Source: an optimization exercise on an open RTL-to-GDS flow (aim: small area and a short achievable clock period). Production flows keep margins and buffers that such runs may drop.
Only simulation tests tie the RTL to the original design; equivalence was not proved.

==> run Y <==
==> flow/design.v <==
`timescale 1ns / 1ps
module mmu_l1tlb_entry (
    input         rstn,
    input         clk,
    output [31:0] o_normal_valid_32,
    output [ 3:0] o_super_valid_4,
    input  [28:0] i_read_contrast_29,
    output [31:0] o_hit_pte_32,
    output [ 1:0] o_hit_2,
    input  [ 4:0] i_write_position_5,
    input  [60:0] i_write_data_61,
    input  [ 1:0] i_write_en_2,
    input  [38:0] i_flush_contrast_39,
    input         i_flush_en_1
);
    wire [19:0] w_write_vpn_20;
    wire [ 8:0] w_write_asid_9;
    wire [31:0] w_write_pte_32;
    assign {w_write_vpn_20, w_write_asid_9, w_write_pte_32} = i_write_data_61;
    wire [19:0] w_flush_vpn_20;
    wire [ 8:0] w_flush_asid_9;
    wire [ 4:0] w_flush_rs1_5;
    wire [ 4:0] w_flush_rs2_5;
    assign {w_flush_rs2_5, w_flush_rs1_5, w_flush_asid_9, w_flush_vpn_20} = i_flush_contrast_39;
    wire w_flush_asid_any_1 = (w_flush_rs2_5 == 5'd0);
    wire w_flush_vpn_any_1  = (w_flush_rs1_5 == 5'd0);
    wire w_wr_normal_1 = i_write_en_2[0];
    wire w_wr_super_1  = ~i_write_en_2[0] & i_write_en_2[1];
    wire w_flush_1     = (i_write_en_2 == 2'b00) & i_flush_en_1;
    reg  [31:0] r_normal_valid_32;
    reg  [ 3:0] r_super_valid_4;
    wire [31:0] w_normal_hit_32;
    wire [ 3:0] w_super_hit_4;
    wire [31:0] w_normal_we_32;
    wire [ 3:0] w_super_we_4;
    wire [31:0] w_normal_fm_32;
    wire [ 3:0] w_super_fm_4;
    wire [36*31-1:0] w_pte_hi;
    genvar i;
    generate
        for (i = 0; i < 32; i = i + 1) begin : g_normal
            reg [28:0] r_tag_29;    
            reg [30:0] r_pte_31;    
            assign w_normal_we_32[i] = w_wr_normal_1 & (i_write_position_5 == i);
            always @(posedge clk) begin
                if (w_normal_we_32[i]) begin
                    r_tag_29 <= {w_write_asid_9, w_write_vpn_20};
                    r_pte_31 <= w_write_pte_32[31:1];
                end
            end
            tlb_flush_match #(.AW(9), .VW(20)) u_fm (
                .i_tag({r_tag_29[28:20], r_tag_29[19:0]}),
                .i_asid(w_flush_asid_9), .i_vpn(w_flush_vpn_20),
                .i_asid_any(w_flush_asid_any_1), .i_vpn_any(w_flush_vpn_any_1),
                .o_match(w_normal_fm_32[i]));
            tlb_hit #(.W(29)) u_hit (
                .i_valid(r_normal_valid_32[i]), .i_tag(r_tag_29), .i_key(i_read_contrast_29),
                .o_hit(w_normal_hit_32[i]));
            assign w_pte_hi[i*31 +: 31] = r_pte_31;
        end
        for (i = 0; i < 4; i = i + 1) begin : g_super
            reg [18:0] r_tag_19;    
            reg [30:0] r_pte_31;
            assign w_super_we_4[i] = w_wr_super_1 & (i_write_position_5 == i);
            always @(posedge clk) begin
                if (w_super_we_4[i]) begin
                    r_tag_19 <= {w_write_asid_9, w_write_vpn_20[19:10]};
                    r_pte_31 <= w_write_pte_32[31:1];
                end
            end
            tlb_flush_match #(.AW(9), .VW(10)) u_fm (
                .i_tag(r_tag_19),
                .i_asid(w_flush_asid_9), .i_vpn(w_flush_vpn_20[19:10]),
                .i_asid_any(w_flush_asid_any_1), .i_vpn_any(w_flush_vpn_any_1),
                .o_match(w_super_fm_4[i]));
            tlb_hit #(.W(19)) u_hit (
                .i_valid(r_super_valid_4[i]), .i_tag(r_tag_19), .i_key(i_read_contrast_29[28:10]),
                .o_hit(w_super_hit_4[i]));
            assign w_pte_hi[(32+i)*31 +: 31] = r_pte_31;
        end
    endgenerate
    always @(posedge clk or negedge rstn) begin
        if (!rstn) begin
            r_normal_valid_32 <= 32'b0;
            r_super_valid_4   <= 4'b0;
        end else begin
            r_normal_valid_32 <= (w_normal_we_32 & {32{w_write_pte_32[0]}}) |
                                 (~w_normal_we_32 & r_normal_valid_32 & ~({32{w_flush_1}} & w_normal_fm_32));
            r_super_valid_4   <= (w_super_we_4 & {4{w_write_pte_32[0]}}) |
                                 (~w_super_we_4 & r_super_valid_4 & ~({4{w_flush_1}} & w_super_fm_4));
        end
    end
    assign o_normal_valid_32 = r_normal_valid_32;
    assign o_super_valid_4   = r_super_valid_4;
    tlb_hit_select u_sel (
        .i_hit({w_super_hit_4, w_normal_hit_32}), .i_pte_hi(w_pte_hi),
        .o_hit_2(o_hit_2), .o_hit_pte_32(o_hit_pte_32));
endmodule
module tlb_hit #(parameter W = 29) (
    input          i_valid,
    input  [W-1:0] i_tag,
    input  [W-1:0] i_key,
    output         o_hit
);
    assign o_hit = i_valid & (i_tag == i_key);
endmodule
module tlb_flush_match #(parameter AW = 9, parameter VW = 20) (
    input  [AW+VW-1:0] i_tag,
    input  [AW-1:0]    i_asid,
    input  [VW-1:0]    i_vpn,
    input              i_asid_any,
    input              i_vpn_any,
    output             o_match
);
    assign o_match = (i_asid_any | (i_tag[AW+VW-1:VW] == i_asid)) &
                     (i_vpn_any  | (i_tag[VW-1:0] == i_vpn));
endmodule
module tlb_hit_select (
    input  [35:0]      i_hit,
    input  [36*31-1:0] i_pte_hi,
    output [ 1:0]      o_hit_2,
    output [31:0]      o_hit_pte_32
);
    wire [ 8:0] w_grp_any_9;
    wire [35:0] w_local_sel_36;
    genvar g;
    generate
        for (g = 0; g < 9; g = g + 1) begin : g_grp
            wire [3:0] h = i_hit[4*g +: 4];
            assign w_grp_any_9[g] = |h;
            assign w_local_sel_36[4*g+0] = h[0];
            assign w_local_sel_36[4*g+1] = h[1] & ~h[0];
            assign w_local_sel_36[4*g+2] = h[2] & ~(h[0] | h[1]);
            assign w_local_sel_36[4*g+3] = h[3] & ~(h[0] | h[1] | h[2]);
        end
    endgenerate
    wire [8:0] w_grp_before_9;
    assign w_grp_before_9[0] = 1'b0;
    assign w_grp_before_9[1] = w_grp_any_9[0];
    assign w_grp_before_9[2] = |w_grp_any_9[1:0];
    assign w_grp_before_9[3] = |w_grp_any_9[2:0];
    assign w_grp_before_9[4] = |w_grp_any_9[3:0];
    assign w_grp_before_9[5] = |w_grp_any_9[4:0];
    assign w_grp_before_9[6] = |w_grp_any_9[5:0];
    assign w_grp_before_9[7] = |w_grp_any_9[6:0];
    assign w_grp_before_9[8] = |w_grp_any_9[7:0];
    wire [35:0] w_sel_36;
    genvar k;
    generate
        for (k = 0; k < 36; k = k + 1) begin : g_sel
            assign w_sel_36[k] = w_local_sel_36[k] & ~w_grp_before_9[k/4];
        end
    endgenerate
    wire [30:0] r_pte_hi_31;
    tlb_pte_mux u_mux (.i_sel(w_sel_36), .i_pte_hi(i_pte_hi), .o_pte_hi(r_pte_hi_31));
    wire w_any_normal_1 = w_grp_before_9[8];
    wire w_any_super_1  = w_grp_any_9[8];
    assign o_hit_2      = {~w_any_normal_1 & w_any_super_1, w_any_normal_1};
    assign o_hit_pte_32 = {r_pte_hi_31, w_any_normal_1 | w_any_super_1};
endmodule
module tlb_pte_mux (
    input  [35:0]      i_sel,
    input  [36*31-1:0] i_pte_hi,
    output reg [30:0]  o_pte_hi
);
    integer j;
    always @(*) begin
        o_pte_hi = 31'b0;
        for (j = 0; j < 36; j = j + 1)
            o_pte_hi = o_pte_hi | ({31{i_sel[j]}} & i_pte_hi[j*31 +: 31]);
    end
endmodule
==> flow/run.sh <==
#!/bin/bash
# synth_recipe.tcl (not shown) runs the flow's synth.tcl, then flattens the netlist and writes it again
# the make line also repeats each setting of config.mk as NAME=value (left out here)
make -C /OpenROAD-flow-scripts/flow DESIGN_CONFIG=/design/flow/config.mk WORK_HOME=/design/flow/orfs CLKGATE_MAP_FILE= SYNTH_SCRIPT=/design/flow/synth_recipe.tcl finish
==> flow/config.mk <==
export PLATFORM = sky130hd
export DESIGN_NAME = mmu_l1tlb_entry
export DESIGN_NICKNAME = mmu_l1tlb_entry
export VERILOG_FILES = /design/flow/design.v
export SDC_FILE = /design/flow/constraint.sdc
export NUM_CORES = 4
export LEC_CHECK = 0
export CAP_MARGIN = 20
export CORE_MARGIN = 2
export CORE_UTILIZATION = 40
export SETUP_SLACK_MARGIN = 5
export SLEW_MARGIN = 20
export SYNTH_HIERARCHICAL = 1
==> flow/constraint.sdc <==
create_clock -name core_clock -period 12.0 [get_ports {clk}]
set_input_delay 2.4000 -clock core_clock [delete_from_list [all_inputs] [get_ports {clk}]]
set_output_delay 2.4000 -clock core_clock [all_outputs]
set_load 0.01 [all_outputs]
==> inputs of run C, as changes to run Y <==
--- a/flow/design.v
+++ b/flow/design.v
@@ -30,6 +30,6 @@
     reg  [31:0] r_normal_valid_32;
     reg  [ 3:0] r_super_valid_4;
-    wire [31:0] w_normal_hit_32;
-    wire [ 3:0] w_super_hit_4;
+    wire [31:0] w_normal_hit_n_32;
+    wire [ 3:0] w_super_hit_n_4;
     wire [31:0] w_normal_we_32;
     wire [ 3:0] w_super_we_4;
@@ -56,5 +56,5 @@
             tlb_hit #(.W(29)) u_hit (
                 .i_valid(r_normal_valid_32[i]), .i_tag(r_tag_29), .i_key(i_read_contrast_29),
-                .o_hit(w_normal_hit_32[i]));
+                .o_hit_n(w_normal_hit_n_32[i]));
             assign w_pte_hi[i*31 +: 31] = r_pte_31;
         end
@@ -76,5 +76,5 @@
             tlb_hit #(.W(19)) u_hit (
                 .i_valid(r_super_valid_4[i]), .i_tag(r_tag_19), .i_key(i_read_contrast_29[28:10]),
-                .o_hit(w_super_hit_4[i]));
+                .o_hit_n(w_super_hit_n_4[i]));
             assign w_pte_hi[(32+i)*31 +: 31] = r_pte_31;
         end
@@ -94,5 +94,5 @@
     assign o_super_valid_4   = r_super_valid_4;
     tlb_hit_select u_sel (
-        .i_hit({w_super_hit_4, w_normal_hit_32}), .i_pte_hi(w_pte_hi),
+        .i_hit_n({w_super_hit_n_4, w_normal_hit_n_32}), .i_pte_hi(w_pte_hi),
         .o_hit_2(o_hit_2), .o_hit_pte_32(o_hit_pte_32));
 endmodule
@@ -101,7 +101,7 @@
     input  [W-1:0] i_tag,
     input  [W-1:0] i_key,
-    output         o_hit
-);
-    assign o_hit = i_valid & (i_tag == i_key);
+    output         o_hit_n
+);
+    assign o_hit_n = ~(i_valid & (i_tag == i_key));
 endmodule
 module tlb_flush_match #(parameter AW = 9, parameter VW = 20) (
@@ -117,56 +117,84 @@
 endmodule
 module tlb_hit_select (
-    input  [35:0]      i_hit,
+    input  [35:0]      i_hit_n,
     input  [36*31-1:0] i_pte_hi,
     output [ 1:0]      o_hit_2,
     output [31:0]      o_hit_pte_32
 );
-    wire [ 8:0] w_grp_any_9;
     wire [35:0] w_local_sel_36;
+    wire [6*31-1:0] w_grp_pte;
     genvar g;
     generate
-        for (g = 0; g < 9; g = g + 1) begin : g_grp
-            wire [3:0] h = i_hit[4*g +: 4];
-            assign w_grp_any_9[g] = |h;
-            assign w_local_sel_36[4*g+0] = h[0];
-            assign w_local_sel_36[4*g+1] = h[1] & ~h[0];
-            assign w_local_sel_36[4*g+2] = h[2] & ~(h[0] | h[1]);
-            assign w_local_sel_36[4*g+3] = h[3] & ~(h[0] | h[1] | h[2]);
-        end
-    endgenerate
-    wire [8:0] w_grp_before_9;
-    assign w_grp_before_9[0] = 1'b0;
-    assign w_grp_before_9[1] = w_grp_any_9[0];
-    assign w_grp_before_9[2] = |w_grp_any_9[1:0];
-    assign w_grp_before_9[3] = |w_grp_any_9[2:0];
-    assign w_grp_before_9[4] = |w_grp_any_9[3:0];
-    assign w_grp_before_9[5] = |w_grp_any_9[4:0];
-    assign w_grp_before_9[6] = |w_grp_any_9[5:0];
-    assign w_grp_before_9[7] = |w_grp_any_9[6:0];
-    assign w_grp_before_9[8] = |w_grp_any_9[7:0];
-    wire [35:0] w_sel_36;
+        for (g = 0; g < 6; g = g + 1) begin : g_grp
+            tlb_grp_sel u_gs (.i_hit_n(i_hit_n[6*g +: 6]), .o_sel(w_local_sel_36[6*g +: 6]));
+            tlb_grp_mux u_gm (.i_sel(w_local_sel_36[6*g +: 6]), .i_pte_hi(i_pte_hi[6*g*31 +: 6*31]),
+                              .o_pte_hi(w_grp_pte[g*31 +: 31]));
+        end
+    endgenerate
+    wire [5:1] w_none_below_5;
+    tlb_none_below u_nb (.i_hit_n(i_hit_n[29:0]), .o_none(w_none_below_5));
+    wire [30:0] w_pte_hi_31;
+    tlb_top_mux u_tm (.i_pass(w_none_below_5), .i_pte_hi(w_grp_pte), .o_pte_hi(w_pte_hi_31));
+    tlb_hit_code u_hc (.i_hit_n(i_hit_n), .o_hit_2(o_hit_2), .o_any(o_hit_pte_32[0]));
+    assign o_hit_pte_32[31:1] = w_pte_hi_31;
+endmodule
+module tlb_grp_sel (
+    input  [5:0] i_hit_n,
+    output [5:0] o_sel
+);
     genvar k;
     generate
-        for (k = 0; k < 36; k = k + 1) begin : g_sel
-            assign w_sel_36[k] = w_local_sel_36[k] & ~w_grp_before_9[k/4];
-        end
-    endgenerate
-    wire [30:0] r_pte_hi_31;
-    tlb_pte_mux u_mux (.i_sel(w_sel_36), .i_pte_hi(i_pte_hi), .o_pte_hi(r_pte_hi_31));
-    wire w_any_normal_1 = w_grp_before_9[8];
-    wire w_any_super_1  = w_grp_any_9[8];
-    assign o_hit_2      = {~w_any_normal_1 & w_any_super_1, w_any_normal_1};
-    assign o_hit_pte_32 = {r_pte_hi_31, w_any_normal_1 | w_any_super_1};
-endmodule
-module tlb_pte_mux (
-    input  [35:0]      i_sel,
-    input  [36*31-1:0] i_pte_hi,
-    output reg [30:0]  o_pte_hi
+        for (k = 0; k < 6; k = k + 1) begin : g_s
+            if (k == 0) begin : g0
+                assign o_sel[k] = ~i_hit_n[0];
+            end else begin : gk
+                assign o_sel[k] = ~i_hit_n[k] & (&i_hit_n[k-1:0]);
+            end
+        end
+    endgenerate
+endmodule
+module tlb_none_below (
+    input  [29:0] i_hit_n,
+    output [ 5:1] o_none
+);
+    genvar k;
+    generate
+        for (k = 1; k < 6; k = k + 1) begin : g_n
+            assign o_none[k] = &i_hit_n[6*k-1:0];
+        end
+    endgenerate
+endmodule
+module tlb_hit_code (
+    input  [35:0] i_hit_n,
+    output [ 1:0] o_hit_2,
+    output        o_any
+);
+    wire w_any_normal_1 = ~(&i_hit_n[31:0]);
+    wire w_any_super_1  = ~(&i_hit_n[35:32]);
+    assign o_hit_2 = {~w_any_normal_1 & w_any_super_1, w_any_normal_1};
+    assign o_any   = w_any_normal_1 | w_any_super_1;
+endmodule
+module tlb_grp_mux (
+    input  [5:0]      i_sel,
+    input  [6*31-1:0] i_pte_hi,
+    output reg [30:0] o_pte_hi
 );
     integer j;
     always @(*) begin
         o_pte_hi = 31'b0;
-        for (j = 0; j < 36; j = j + 1)
+        for (j = 0; j < 6; j = j + 1)
             o_pte_hi = o_pte_hi | ({31{i_sel[j]}} & i_pte_hi[j*31 +: 31]);
     end
 endmodule
+module tlb_top_mux (
+    input  [5:1]      i_pass,
+    input  [6*31-1:0] i_pte_hi,
+    output reg [30:0] o_pte_hi
+);
+    integer j;
+    always @(*) begin
+        o_pte_hi = i_pte_hi[0 +: 31];
+        for (j = 1; j < 6; j = j + 1)
+            o_pte_hi = o_pte_hi | ({31{i_pass[j]}} & i_pte_hi[j*31 +: 31]);
+    end
+endmodule
CTS_BUF_LIST = sky130_fd_sc_hd__clkbuf_16   (was not set)
CTS_CLUSTER_DIAMETER = 60   (was not set)
CTS_CLUSTER_SIZE = 20   (was not set)
SETUP_SLACK_MARGIN = 4   (was 5)
==> inputs of run K, as changes to run Y <==
--- a/flow/design.v
+++ b/flow/design.v
@@ -122,51 +122,75 @@
     output [31:0]      o_hit_pte_32
 );
-    wire [ 8:0] w_grp_any_9;
     wire [35:0] w_local_sel_36;
+    wire [9*31-1:0] w_grp_pte;
     genvar g;
     generate
         for (g = 0; g < 9; g = g + 1) begin : g_grp
-            wire [3:0] h = i_hit[4*g +: 4];
-            assign w_grp_any_9[g] = |h;
-            assign w_local_sel_36[4*g+0] = h[0];
-            assign w_local_sel_36[4*g+1] = h[1] & ~h[0];
-            assign w_local_sel_36[4*g+2] = h[2] & ~(h[0] | h[1]);
-            assign w_local_sel_36[4*g+3] = h[3] & ~(h[0] | h[1] | h[2]);
+            tlb_grp_sel u_gs (.i_hit(i_hit[4*g +: 4]), .o_sel(w_local_sel_36[4*g +: 4]));
+            tlb_grp_mux u_gm (.i_sel(w_local_sel_36[4*g +: 4]), .i_pte_hi(i_pte_hi[4*g*31 +: 4*31]),
+                              .o_pte_hi(w_grp_pte[g*31 +: 31]));
         end
     endgenerate
-    wire [8:0] w_grp_before_9;
-    assign w_grp_before_9[0] = 1'b0;
-    assign w_grp_before_9[1] = w_grp_any_9[0];
-    assign w_grp_before_9[2] = |w_grp_any_9[1:0];
-    assign w_grp_before_9[3] = |w_grp_any_9[2:0];
-    assign w_grp_before_9[4] = |w_grp_any_9[3:0];
-    assign w_grp_before_9[5] = |w_grp_any_9[4:0];
-    assign w_grp_before_9[6] = |w_grp_any_9[5:0];
-    assign w_grp_before_9[7] = |w_grp_any_9[6:0];
-    assign w_grp_before_9[8] = |w_grp_any_9[7:0];
-    wire [35:0] w_sel_36;
+    wire [8:0] w_none_below_9;
+    tlb_none_below u_nb (.i_hit(i_hit[31:0]), .o_none(w_none_below_9));
+    wire [30:0] w_pte_hi_31;
+    tlb_top_mux u_tm (.i_pass(w_none_below_9), .i_pte_hi(w_grp_pte), .o_pte_hi(w_pte_hi_31));
+    tlb_hit_code u_hc (.i_hit(i_hit), .o_hit_2(o_hit_2), .o_any(o_hit_pte_32[0]));
+    assign o_hit_pte_32[31:1] = w_pte_hi_31;
+endmodule
+module tlb_grp_sel (
+    input  [3:0] i_hit,
+    output [3:0] o_sel
+);
+    assign o_sel[0] = i_hit[0];
+    assign o_sel[1] = i_hit[1] & ~i_hit[0];
+    assign o_sel[2] = i_hit[2] & ~(i_hit[0] | i_hit[1]);
+    assign o_sel[3] = i_hit[3] & ~(i_hit[0] | i_hit[1] | i_hit[2]);
+endmodule
+module tlb_none_below (
+    input  [31:0] i_hit,
+    output [ 8:0] o_none
+);
     genvar k;
     generate
-        for (k = 0; k < 36; k = k + 1) begin : g_sel
-            assign w_sel_36[k] = w_local_sel_36[k] & ~w_grp_before_9[k/4];
+        for (k = 0; k < 9; k = k + 1) begin : g_n
+            if (k == 0) begin : g0
+                assign o_none[k] = 1'b1;
+            end else begin : gk
+                assign o_none[k] = ~(|i_hit[4*k-1:0]);
+            end
         end
     endgenerate
-    wire [30:0] r_pte_hi_31;
-    tlb_pte_mux u_mux (.i_sel(w_sel_36), .i_pte_hi(i_pte_hi), .o_pte_hi(r_pte_hi_31));
-    wire w_any_normal_1 = w_grp_before_9[8];
-    wire w_any_super_1  = w_grp_any_9[8];
-    assign o_hit_2      = {~w_any_normal_1 & w_any_super_1, w_any_normal_1};
-    assign o_hit_pte_32 = {r_pte_hi_31, w_any_normal_1 | w_any_super_1};
 endmodule
-module tlb_pte_mux (
-    input  [35:0]      i_sel,
-    input  [36*31-1:0] i_pte_hi,
-    output reg [30:0]  o_pte_hi
+module tlb_hit_code (
+    input  [35:0] i_hit,
+    output [ 1:0] o_hit_2,
+    output        o_any
+);
+    wire w_any_normal_1 = |i_hit[31:0];
+    wire w_any_super_1  = |i_hit[35:32];
+    assign o_hit_2 = {~w_any_normal_1 & w_any_super_1, w_any_normal_1};
+    assign o_any   = w_any_normal_1 | w_any_super_1;
+endmodule
+module tlb_grp_mux (
+    input  [3:0]      i_sel,
+    input  [4*31-1:0] i_pte_hi,
+    output [30:0]     o_pte_hi
+);
+    assign o_pte_hi = ({31{i_sel[0]}} & i_pte_hi[0*31 +: 31]) |
+                      ({31{i_sel[1]}} & i_pte_hi[1*31 +: 31]) |
+                      ({31{i_sel[2]}} & i_pte_hi[2*31 +: 31]) |
+                      ({31{i_sel[3]}} & i_pte_hi[3*31 +: 31]);
+endmodule
+module tlb_top_mux (
+    input  [8:0]      i_pass,
+    input  [9*31-1:0] i_pte_hi,
+    output reg [30:0] o_pte_hi
 );
     integer j;
     always @(*) begin
         o_pte_hi = 31'b0;
-        for (j = 0; j < 36; j = j + 1)
-            o_pte_hi = o_pte_hi | ({31{i_sel[j]}} & i_pte_hi[j*31 +: 31]);
+        for (j = 0; j < 9; j = j + 1)
+            o_pte_hi = o_pte_hi | ({31{i_pass[j]}} & i_pte_hi[j*31 +: 31]);
     end
 endmodule
CTS_BUF_LIST = sky130_fd_sc_hd__clkbuf_16   (was not set)
CTS_CLUSTER_DIAMETER = 60   (was not set)
CTS_CLUSTER_SIZE = 20   (was not set)
SETUP_SLACK_MARGIN = 4   (was 5)
==> results.tsv <==
stage	metric	value	unit
outcome	status	complete, no violations	
min_path	worstHoldStart	r_normal_valid_32[15]$_DFF_PN0_	
worst_setup_path	r2r_end	r_normal_valid_32[1]$_DFF_PN0_	
grt	grt.met2_usage	0.472	
final_layout	syn2layout_area_growth	22.2	%
synthesis	synth-simple-area-share	0.0629	
worst_setup_path	crit_start	i_read_contrast_29[10]	
worst_setup_path	worstPathBufferInverterCount	5	
final_layout	drive_above_1_share	0.201	
power_and_ir_drop	p_comb	1.33	mW
synthesis	yosys-top-cells-area	edfxtp_1 (67%), xnor2_1 (13%), xor2_1 (4.6%), a22oi_1 (3.9%), nand4_1 (3.0%)	
floorplanning	core_area	235000	um^2
Source of the figures above: run Y

==> results.tsv <==
stage	metric	value	unit
grt	grt.met2_usage	0.459	
final_layout	syn2layout_area_growth	17.0	%
power_and_ir_drop	p_comb	1.31	mW
synthesis	yosys-top-cells-area	edfxtp_1 (66%), xnor2_1 (13%), a22oi_1 (4.6%), xor2_1 (4.5%), nand4_1 (2.2%)	
final_layout	drive_above_1_share	0.152	
worst_setup_path	r2r_end	r_normal_valid_32[11]$_DFF_PN0_	
outcome	status	complete, no violations	
floorplanning	core_area	240000	um^2
Source of the figures above: run K

==> results.tsv <==
stage	metric	value	unit
outcome	status	complete, no violations	
final_layout	drive_above_1_share	0.160	
power_and_ir_drop	seq_power_share	0.556	
synthesis	synth_top_area_cell	edfxtp_1	
synthesis	yosys-top-cells-area	edfxtp_1 (67%), xnor2_1 (13%), a22oi_1 (4.8%), xor2_1 (4.5%), nand4_1 (2.5%)	
worst_setup_path	crit_start	i_read_contrast_29[24]	
final_layout	syn2layout_area_growth	16.9	%
floorplanning	core_area	238000	um^2
sta	fin_crit	8160	ps
synthesis	synth-simple-area-share	0.0614	
grt	grt.met2_usage	0.445	
worst_setup_path	worstPathBufferInverterCount	8	
Source of the figures above: run C

==> what the ideal ports hide <==
Ports are ideal in the flow. The routed layouts listed here were re-timed in OpenROAD. Step 1 assumes that a clkbuf_16 drives the clock port and a buf_2 every other input. Step 2, shift: input delay + t, output delay - t, t = (earliest + latest rising clock arrival at the registers) / 2. This alone moves slack from input paths to output paths. Slacks: ideal / step 1 / step 2; pairs: ideal / step 1.
run	shift t [ns]	setup slack, ns	latest minus earliest clock arrival (ns)	worst slew at a driven data input, ns
run Y	0.947	3.271 / 3.128 / 3.128	0.040 / 0.040	0.30
run C	0.930	3.837 / 3.500 / 3.500	0.045 / 0.046	0.41
run K	0.893	3.953 / 3.692 / 3.692	0.040 / 0.040	0.45
After both steps every run listed still meets setup and hold. The setup slack of run C, which loses most, moves by -0.337 ns with the drivers and by -0.337 ns with both steps.
